Source: an optimization exercise on an open RTL-to-GDS flow (aim: small area). Production flows keep margins and buffers that such runs may drop. In this exercise RTL edits were held to simulation tests only and were not proved equivalent to the original.

==> design/flow/design.v <==
module multiplier(
  input wire clk,
  input wire rst_n,
  input wire [15:0]a,
  input wire [15:0]b,
  output reg [31:0] res);
  always @(posedge clk or negedge rst_n) begin
    if(!rst_n) begin
      res<=0;
    end
    else begin
      res<=a*b;
    end
  end
endmodule
==> design/flow/run.sh <==
#!/bin/bash
# synth_recipe.tcl (not shown) runs the flow's synth.tcl, then flattens the netlist and writes it again
# the make line also repeats each setting of config.mk as NAME=value (left out here)
make -C /OpenROAD-flow-scripts/flow DESIGN_CONFIG=/design/flow/config.mk WORK_HOME=/design/flow/orfs CLKGATE_MAP_FILE= SYNTH_SCRIPT=/design/flow/synth_recipe.tcl finish
==> design/flow/config.mk <==
export PLATFORM = sky130hd
export DESIGN_NAME = multiplier
export DESIGN_NICKNAME = multiplier
export VERILOG_FILES = /design/flow/design.v
export SDC_FILE = /design/flow/constraint.sdc
export NUM_CORES = 4
export LEC_CHECK = 0
export CAP_MARGIN = 20
export CORE_MARGIN = 2
export CORE_UTILIZATION = 40
export SLEW_MARGIN = 20
==> design/flow/constraint.sdc <==
create_clock -name core_clock -period 7.5 [get_ports {clk}]
set_input_delay 1.5000 -clock core_clock [delete_from_list [all_inputs] [get_ports {clk}]]
set_output_delay 1.5000 -clock core_clock [all_outputs]
set_load 0.01 [all_outputs]
==> key figures <==
Timing
  – Number of pins with negative max-slew slack in the final report: 0
  – RSZ-0062 raised after global routing: false
  – Headroom to the max-slew limit: 61.0%
  – Worst hold slack: 1.61 ns
  – Post-Route Setup TNS: 0 ns
  – Worst slew pin tran: 0.583 ns
  – Period minus WS final: 7.11 ns
  – Period utilization: 94.7%
  – Final setup vio count: 0
  – Hold Violations, Final: 0
  – Max Clk Rate: 141 MHz

Setup path
  – Nature of the critical path endpoint: flip-flop
  – Data arrival time of the worst path: 7.26 ns
  – CP required: 7.66 ns
  – Largest fanout on the critical path: 10
  – Setup crit start kind: primary input
  – Critical path start-end classification: in2reg

CTS
  – TritonCTS clock tree: done
  – CTS Root Cell: clkbuf_16
  – Total clock sinks: 32
  – Number of levels the H-tree was split into: 2
  – Max Root-Sink Buffers: 2
  – Clock buffers created by TritonCTS: 5
  – Post-CTS setup repair buffer count: 0
  – Clock-pin slew reported for the worst setup and hold paths after clock tree synthesis: 0.06 ns
  – Cts-stage hold buffer count: 0
  – Post_cts resized: 0

Routing
  – Vias per cell: 4.88
  – Average detailed-routed wire length per instance: 15.3 um
  – Number of optimization iterations in the first detailed-route pass: 5
  – DRC violations left: 0
  – Wirelength, routed: 22100 um
  – Number of design-rule violations left by the first detailed-router iteration: 324
  – Residual antenna-violating net count after detailed routing: 0
  – Total number of vias: 7037

Floorplan
  – Floorplan die height: 158 um
  – Placeable Area: 23300 um2
  – Total die area: 24900 um2
  – Initial Utilization: 40.6%
  – Placement Rows: 56
  – Top-level port count: 66
  – Die outline width: 158 um

Finish
  – Filler-free cell count of the finished design: 1441
  – Area of the multi-input gates: 7640 um2
  – Number of flip-flops in the largest register: 32
  – Cell area after layout: 10900 um2
  – Net count reported at finish: 1453
  – Area added between synthesis and finish: 15.5%
  – Registers with the most flip-flops: res x32
  – Register with the most flip-flops: res
  – Proportion of layout cells with a drive suffix above 1: 6.42%
  – Diode count: 0
  – Filler Cell Count: 2267
  – Combined flip-flop and latch cell area: 801 um2

Synthesis
  – Distinct cell type count of the synthesized netlist: 47
  – Sequential fraction of the synthesis area: 8.46%
  – Main flop type after synthesis: dfrtp_1
  – Number of flops mapped to enable cells by yosys: 0
  – Synthesized Nets: 1368
  – Number of standard cells after synthesis: 1036
  – Synthesized area divided by synthesized cell count: 9.13 um2
  – Netlist area before placement: 9460 um2
  – Async set-reset flop share out of synthesis: 100%
  – Post-synthesis sequential element count: 32
  – Yosys warnings: 1

Placement
  – Number of buffers added on ports: 65
  – Placed cell count: 1433
  – Detail Placement HPWL: 19400 um
  – Final weighted congestion in routability-driven placement: 0.858
  – Dpl cell area: 10800 um2

Global routing
  – Vias in the first global route: 7484
  – Global-route congestion overflow total: 0
  – Number of antenna violations at the first check in global routing: 0
  – All-layer global routing usage: 18.8%
  – Maximum number of pins on one net before global-route repair: 33
  – Wire length of the first global-routing pass: 36900 um

Job
  – Max-cap violations: 0

Run status
  – Run status: complete, no violations

Worst hold path
  – Path type of the worst min-delay path: in2async
[cell families after synthesis]
| family | count (synthesis) | share of synthesized area [%] |
|---|---|---|
| compound gates | 84 | 6.06 |
| simple gates | 330 | 17.3 |
| buf+inv | 265 | 10.8 |
| xor+xnor | 27 | 2.50 |
| fa+ha+maj | 298 | 54.8 |
| flops | 32 | 8.46 |
[placed cells by master, fill, tap and decap left out, types with 10 or more instances in the layout]
cell type,n
inv_1,224
fa_1,194
nand2_1,151
and2_1,126
ha_1,104
clkdlybuf4s50_1,65
buf_4,51
dfrtp_1,32
a21oi_1,21
xnor2_1,19
nor2_1,15
a21o_1,10
[critical path, stage by stage]
cell,delay (ns)
clkdlybuf4s50_1,0.70
and2_1,0.34
fa_1,0.55
inv_1,0.06
fa_1,0.48
inv_1,0.06
fa_1,0.48
fa_1,0.47
fa_1,0.51
inv_1,0.05
fa_1,0.47
inv_1,0.04
ha_1,0.36
a21oi_2,0.21
o21bai_1,0.10
a221o_1,0.38
a31oi_4,0.23
a31oi_1,0.12
xor2_1,0.16
[how the worst max path moves through the flow]
stage	start	to	slack, ns	cells past startpoint
after floorplan	a[14]	res[27]	0.95	20
after global placement	a[11]	res[31]	0.16	19
after detailed placement	a[12]	res[27]	0.13	19
after CTS	a[12]	res[27]	0.41	19
after global routing	a[12]	res[31]	0.20	19
final	a[11]	res[27]	0.39	19
[metal layers]
| metal | vias to the layer above | global-route usage (%) | wire length [um] |
|---|---|---|---|
| met5 | - | 0 | 0 |
| met4 | 0 | 2.38 | 219 |
| met3 | 16 | 1.78 | 693 |
| met2 | 123 | 35.4 | 11900 |
| li1 | 3289 | - | - |
| met1 | 3609 | 24.0 | 9330 |
[final cells by class]
cell class              instances  share of cell area (%)
multi-input cells             739                    69.9
repair buffers                119                    10.0
inverters                     224                    7.70
flip-flops and latches         32                    7.33
well taps                     319                    3.65
clock buffers                   6                    1.27
clock inverters                 2                   0.137
[cells in the mapped netlist (2+ instances only)]
cell type | count | area (um2)
a221o_1 | 2 | 20.0
buf_2 | 3 | 15.0
nor3_2 | 2 | 20.0
xor2_1 | 8 | 70.1
a21o_1 | 10 | 75.1
nand2b_1 | 3 | 18.8
nor2_1 | 15 | 56.3
a31o_1 | 2 | 17.5
a211oi_1 | 3 | 22.5
dfrtp_1 | 32 | 801
ha_1 | 104 | 1300
o21a_1 | 2 | 15.0
nand2_1 | 151 | 567
o21ai_1 | 9 | 45.0
buf_6 | 3 | 33.8
fa_1 | 194 | 3880
nor3_1 | 8 | 40.0
a31oi_1 | 6 | 37.5
a21oi_1 | 21 | 105
o21ai_0 | 8 | 40.0
inv_1 | 224 | 841
nand3_1 | 9 | 45.0
o21bai_1 | 4 | 30.0
nand4_1 | 9 | 56.3
a21o_2 | 2 | 17.5
a41oi_1 | 2 | 17.5
clkbuf_1 | 34 | 128
xnor2_1 | 19 | 166
nor2b_1 | 4 | 25.0
and2_1 | 126 | 788
[metrics by stage]
| step | utilization, % | setup slack [ns] |
|---|---|---|
| 3_5_place_dp | 46.2 | 0.134 |
| 2_1_floorplan | - | 0.952 |
| 6_report | 46.8 | 0.395 |
| 5_1_grt | 46.8 | 0.199 |
| 4_1_cts | 46.8 | 0.407 |
| 3_3_place_gp | 46.2 | 0.155 |

port drivers added, routing unchanged:
The results above use ideal ports. As a check the final layout listed here was re-extracted and re-timed, cells and wires unchanged.
Step 1: set_driving_cell puts a clkbuf_16 on clk and a buf_2 on each other input, an assumption about the parent block.
Step 2 moves the port delays by t, midway between the first and last clock arrival at a register: inputs arrive t later, outputs are due t later. That takes back most of the time a late clock gives input paths.
Three values: ideal ports, drivers, drivers and shift; two values: the first two.
t, ns: 0.313
setup slack, ns: 0.395 / 0.404 / 0.091
worst setup path at the end: input to register
cell pins on the clock port's net: 1
After both steps this run still meets setup and hold. For this run, drivers alone change the setup slack by +0.009 ns; drivers and shift together by -0.304 ns.
